Context: an optimization exercise on an open-source flow, tuned for small area, a short achievable clock period and few clock cycles per item. The choices shown serve that exercise and are no tape-out recipe.
RTL that was checked went through simulation tests only; none was proved equivalent to the original.
Power is estimated from default activity; no workload was simulated.

before:
## seq_gcd
module seq_gcd (
	clk,
	rst_n,
	la_write_a,
	la_write_b,
	a_i,
	b_i,
	gcd_o,
	rdata,
	ready
);
	input wire clk;
	input wire rst_n;
	input wire [31:0] la_write_a;
	input wire [31:0] la_write_b;
	input wire [31:0] a_i;
	input wire [31:0] b_i;
	output wire [31:0] gcd_o;
	output wire [31:0] rdata;
	output reg ready;
	parameter NSTEP = 3;    
	reg [31:0] a_q;
	reg [31:0] b_q;
	reg [4:0] k_q;
	reg busy;
	wire la_load = (&la_write_a) & (&la_write_b);
	wire load = ~busy & la_load;
	wire [31:0] sa [0:NSTEP];
	wire [31:0] sb [0:NSTEP];
	wire [4:0] sk [0:NSTEP];
	assign sa[0] = a_q;
	assign sb[0] = b_q;
	assign sk[0] = k_q;
	genvar i, l, j;
	generate
		for (i = 0; i < NSTEP; i = i + 1) begin : step
			wire [31:0] a = sa[i];
			wire [31:0] b = sb[i];
			wire [4:0] k = sk[i];
			wire bz = ~|b;
			wire kz = ~|k;
			wire c_put = bz & ~kz;             
			wire c_two = ~bz & ~a[0] & ~b[0];  
			wire c_aev = ~a[0] & b[0];         
			wire c_sub = a[0] & b[0];          
			wire [31:0] p0 = ~(a ^ b);
			wire [31:0] g0 = b & ~a;
			wire gn0 = g0[1] | (p0[1] & g0[0]);
			wire pn0 = p0[1] & p0[0];
			wire gn1 = g0[3] | (p0[3] & g0[2]);
			wire pn1 = p0[3] & p0[2];
			wire gn2 = g0[5] | (p0[5] & g0[4]);
			wire pn2 = p0[5] & p0[4];
			wire gn3 = g0[7] | (p0[7] & g0[6]);
			wire pn3 = p0[7] & p0[6];
			wire gn4 = g0[9] | (p0[9] & g0[8]);
			wire pn4 = p0[9] & p0[8];
			wire gn5 = g0[11] | (p0[11] & g0[10]);
			wire pn5 = p0[11] & p0[10];
			wire gn6 = g0[13] | (p0[13] & g0[12]);
			wire pn6 = p0[13] & p0[12];
			wire gn7 = g0[15] | (p0[15] & g0[14]);
			wire pn7 = p0[15] & p0[14];
			wire gn8 = g0[17] | (p0[17] & g0[16]);
			wire pn8 = p0[17] & p0[16];
			wire gn9 = g0[19] | (p0[19] & g0[18]);
			wire pn9 = p0[19] & p0[18];
			wire gn10 = g0[21] | (p0[21] & g0[20]);
			wire pn10 = p0[21] & p0[20];
			wire gn11 = g0[23] | (p0[23] & g0[22]);
			wire pn11 = p0[23] & p0[22];
			wire gn12 = g0[25] | (p0[25] & g0[24]);
			wire pn12 = p0[25] & p0[24];
			wire gn13 = g0[27] | (p0[27] & g0[26]);
			wire pn13 = p0[27] & p0[26];
			wire gn14 = g0[29] | (p0[29] & g0[28]);
			wire pn14 = p0[29] & p0[28];
			wire gn15 = g0[31] | (p0[31] & g0[30]);
  ...
==> flow/config.mk <==
export PLATFORM = sky130hd
export DESIGN_NAME = seq_gcd
export DESIGN_NICKNAME = seq_gcd
export VERILOG_FILES = /design/flow/design.v
export SDC_FILE = /design/flow/constraint.sdc
export NUM_CORES = 4
export LEC_CHECK = 0
export ABC_AREA = 1
export CAP_MARGIN = 20
export CORE_MARGIN = 2
export CORE_UTILIZATION = 40
export SLEW_MARGIN = 20
==> flow/constraint.sdc <==
create_clock -name core_clock -period 70.0 [get_ports {clk}]
set_input_delay 14.0000 -clock core_clock [delete_from_list [all_inputs] [get_ports {clk}]]
set_output_delay 14.0000 -clock core_clock [all_outputs]
set_load 0.01 [all_outputs]
standard.sh (not shown) runs the stock make flow with config.mk's settings and CLKGATE_MAP_FILE= SYNTH_SCRIPT=/design/flow/synth_recipe.tcl, a recipe that flattens the netlist after the stock synthesis.
==> flow/flow/run.sh <==
#!/bin/bash
# Layout: the standard flow (standard synthesis unchanged), with the
# resizer's setup repair asked to leave MARGIN ns of slack on the design's
# own constraints, so that it sizes and buffers the datapath for speed.
set -euo pipefail
MARGIN=$(cat flow/margin.txt)
bash standard.sh SETUP_SLACK_MARGIN=$MARGIN finish > standard_flow.log 2>&1
==> flow/flow/margin.txt <==
54
Here is what was changed in the inputs of after compared with before.
# before
export LEC_CHECK = 0
export ABC_AREA = 1
export CAP_MARGIN = 20
export CORE_MARGIN = 2
export CORE_UTILIZATION = 40
export SLEW_MARGIN = 20
create_clock -name core_clock -period 70.0 [get_ports {clk}]
# after
export LEC_CHECK = 0
export ABC_AREA = 1
export CAP_MARGIN = 20
export CORE_MARGIN = 2
export CORE_UTILIZATION = 40
export CTS_BUF_LIST = sky130_fd_sc_hd__clkbuf_4 sky130_fd_sc_hd__clkbuf_8
export PLACE_DENSITY = 0.8
export SLEW_MARGIN = 20
create_clock -name core_clock -period 70.0 [get_ports {clk}]
==> flow/flow/run.sh <==
#!/bin/bash
set -euo pipefail
MARGIN=$(cat flow/margin.txt)
bash standard.sh SETUP_SLACK_MARGIN=$MARGIN \
  "BUFFER_PORTS_ARGS=-buffer_cell sky130_fd_sc_hd__buf_1" finish > standard_flow.log 2>&1
==> flow/flow/margin.txt <==
54.6
==> run summary <==
after and before ended up with nearly the same endpoint required time on the critical path. Comparing after and before, the lower fmax is on before. after and before ended up with roughly the same via density per instance. Sort after and before by cell area desc -> top: before. Layout buffer count excluding clock buffers (after vs. before) decreases by a few percent. Met2 track demand over resource (lower): after. Fraction of area in registers: after > before. [compare] base=before new=after: first-pass GRT wire length shows a reduction of 14000 µm; average routed wire per standard cell shows a reduction of 13%. In the metrics for after and before, the one carrying the higher logic gate share of total power is before.
No run of this note included a check of the RTL's function; only the layout flow was run.

* * *

seq_gcd, a different RTL version from the one above (not shown whole).
Size in the first run: roughly 4500 cells after synthesis, about 71 flip-flops, roughly 24000 sq um of cells after synthesis.
Settings: LEC_CHECK=0, ABC_AREA=1, CAP_MARGIN=20, CORE_MARGIN=2, CORE_UTILIZATION=40, SLEW_MARGIN=20; clock period 70.0 ns.
run.sh (not shown) runs the stock make flow with config.mk's settings and CLKGATE_MAP_FILE= SYNTH_SCRIPT=/design/flow/synth_recipe.tcl, a recipe that flattens the netlist after the stock synthesis.
Stock flow here: none of the scripts above is used.
Testbench counts at the start, summed over its fixed seeds: cycles 21,638, items 3,200.
==> next run, changes <==
==> flow/flow/run.sh (new file) <==
#!/bin/bash
# Layout: the standard flow (standard synthesis unchanged), with the
# resizer's setup repair asked to leave MARGIN ns of slack on the design's
# own constraints, so that it sizes and buffers the datapath for speed.
set -euo pipefail
MARGIN=$(cat flow/margin.txt)
bash standard.sh SETUP_SLACK_MARGIN=$MARGIN finish > standard_flow.log 2>&1
==> flow/flow/margin.txt (new file) <==
54
==> flow/standard.sh (new file) <==
#!/bin/bash
# synth_recipe.tcl (not shown) runs the flow's synth.tcl, then flattens the netlist and writes it again
# the make line also repeats each setting of config.mk as NAME=value (left out here)
make -C /OpenROAD-flow-scripts/flow DESIGN_CONFIG=/design/flow/config.mk WORK_HOME=/design/flow/orfs CLKGATE_MAP_FILE= SYNTH_SCRIPT=/design/flow/synth_recipe.tcl "${@:-finish}"
removed: flow/run.sh
Effect: The new run ran to the end with no violations. Power rises by about 8%. Final cell count rises by 3.0%. Die area does not change.

* * *

seq_gcd, a different RTL version from the one above (not shown whole).
For scale: ~3000 cells after synthesis, roughly 71 flip-flops, roughly 200 I/O pins, about 0.016 mm^2 of cells after synthesis.
Settings: LEC_CHECK=0, ABC_AREA=1, CAP_MARGIN=20, CORE_MARGIN=2, CORE_UTILIZATION=40, SLEW_MARGIN=20; clock period 70.0 ns.
standard.sh (not shown) runs the stock make flow with config.mk's settings and CLKGATE_MAP_FILE= SYNTH_SCRIPT=/design/flow/synth_recipe.tcl, a recipe that flattens the netlist after the stock synthesis.
==> flow/flow/run.sh <==
#!/bin/bash
# Layout: the standard flow (standard synthesis unchanged), with the
# resizer's setup repair asked to leave MARGIN ns of slack on the design's
# own constraints, so that it sizes and buffers the datapath for speed.
set -euo pipefail
MARGIN=$(cat flow/margin.txt)
bash standard.sh SETUP_SLACK_MARGIN=$MARGIN finish > standard_flow.log 2>&1
==> flow/flow/margin.txt <==
55
Testbench counts at the start, summed over its fixed seeds: cycles 28,796, items 3,200.
==> next run, changes <==
==> flow/flow/margin.txt (replaced) <==
54
- CORE_UTILIZATION: 40 -> 65
The changed run went through all stages and came out clean.
Design area shrinks by a few percent.
Worst setup slack is worse by 0.51 ns.
Die area shrinks by well over a third.
Fmax shrinks by a few percent.
Wire length shrinks by a little under a tenth.
==> next run, changes <==
- CORE_UTILIZATION: 65 -> 40
The new run produced a clean layout.
Power is lower by 2.6%.
Final area is higher by 1.2%.
Setup slack gets better by 0.070 ns.
Clock skew hardly moves.
Synthesized area does not change.
Cell count is higher by 5.9%.
Sequential cell count does not change.
Sequential power hardly moves.
Global-route usage is lower by 17 points.
Core utilization is lower by 28 points.
Sequential share of layout area stays flat.

* * *

seq_gcd, a different RTL version from the one above (not shown whole).
For scale: roughly 200 I/O pins, roughly 29,000 µm² of cells after synthesis.
clock: 70.0 ns
lec_check: 0
abc_area: 1
cap_margin: 20
core_margin: 2
core_utilization: 40
slew_margin: 20
run.sh (not shown) runs the stock make flow with config.mk's settings and CLKGATE_MAP_FILE= SYNTH_SCRIPT=/design/flow/synth_recipe.tcl, a recipe that flattens the netlist after the stock synthesis.
Stock flow here: none of the scripts above is used.
Then changed:
==> flow/flow/run.sh (new file) <==
#!/bin/bash
# Layout: the standard flow (standard synthesis unchanged), with the
# resizer's setup repair asked to leave MARGIN ns of slack on the design's
# own constraints, so that it sizes and buffers the datapath for speed.
set -euo pipefail
MARGIN=$(cat flow/margin.txt)
bash standard.sh SETUP_SLACK_MARGIN=$MARGIN finish > standard_flow.log 2>&1
==> flow/flow/margin.txt (new file) <==
54
==> flow/standard.sh (new file) <==
#!/bin/bash
# synth_recipe.tcl (not shown) runs the flow's synth.tcl, then flattens the netlist and writes it again
# the make line also repeats each setting of config.mk as NAME=value (left out here)
make -C /OpenROAD-flow-scripts/flow DESIGN_CONFIG=/design/flow/config.mk WORK_HOME=/design/flow/orfs CLKGATE_MAP_FILE= SYNTH_SCRIPT=/design/flow/synth_recipe.tcl "${@:-finish}"
removed: flow/run.sh
Fmax goes up by 51%.
Final cell count increases by 7.2%.
Hold slack got worse by 0.013 ns.
Register-to-register slack is better by 8.9 ns.
Cell area grows by 30%.
Power came out higher by 9.0%.
Routed wire length is higher by 14%.
Sequential share of layout area came out lower by 1.4 points.
No run of this note included a check of the RTL's function; only the layout flow was run.

## separate check: timing with driven ports
Ports are ideal in the flow. The routed layouts listed here were re-timed in OpenROAD.
Step 1, drivers: a clkbuf_16 drives clk and a buf_2 each remaining input, both assumed.
Step 2, shift: input delay + t, output delay - t, t = (earliest + latest rising clock arrival at the registers) / 2. This alone moves slack from input paths to output paths.
Slacks: no drivers / after step 1 / after step 2; pairs: no drivers / after step 1.
| run | t (ns) | setup WS [ns] | worst setup path at the end | latest minus earliest clock arrival (ns) |
|---|---|---|---|---|
| before | 0.390 | 54.130 / 54.151 / 53.762 | input to register | 0.011 / 0.011 |
| after | 0.390 | 54.659 / 54.669 / 54.279 | input to register | 0.015 / 0.015 |
| the first run of note 2 | 0.365 | 49.890 / 49.890 / 49.890 | register to register | 0.011 / 0.011 |
| the second run of note 2 | 0.381 | 54.000 / 53.995 / 53.614 | input to register | 0.007 / 0.008 |
| the first run of note 3 | 0.388 | 54.614 / 54.625 / 54.237 | input to register | 0.008 / 0.008 |
| the second run of note 3 | 0.369 | 54.107 / 54.117 / 53.748 | input to register | 0.005 / 0.006 |
| the third run of note 3 | 0.367 | 54.176 / 54.189 / 53.822 | input to register | 0.008 / 0.008 |
| the first run of note 4 | 0.386 | 43.427 / 43.427 / 43.427 | register to register | 0.006 / 0.007 |
| the second run of note 4 | 0.394 | 52.363 / 52.363 / 52.363 | register to register | 0.008 / 0.008 |
After both steps every run listed still meets setup and hold. For the second run of note 2, which loses most, drivers alone change the setup slack by -0.005 ns; drivers and shift together by -0.386 ns.
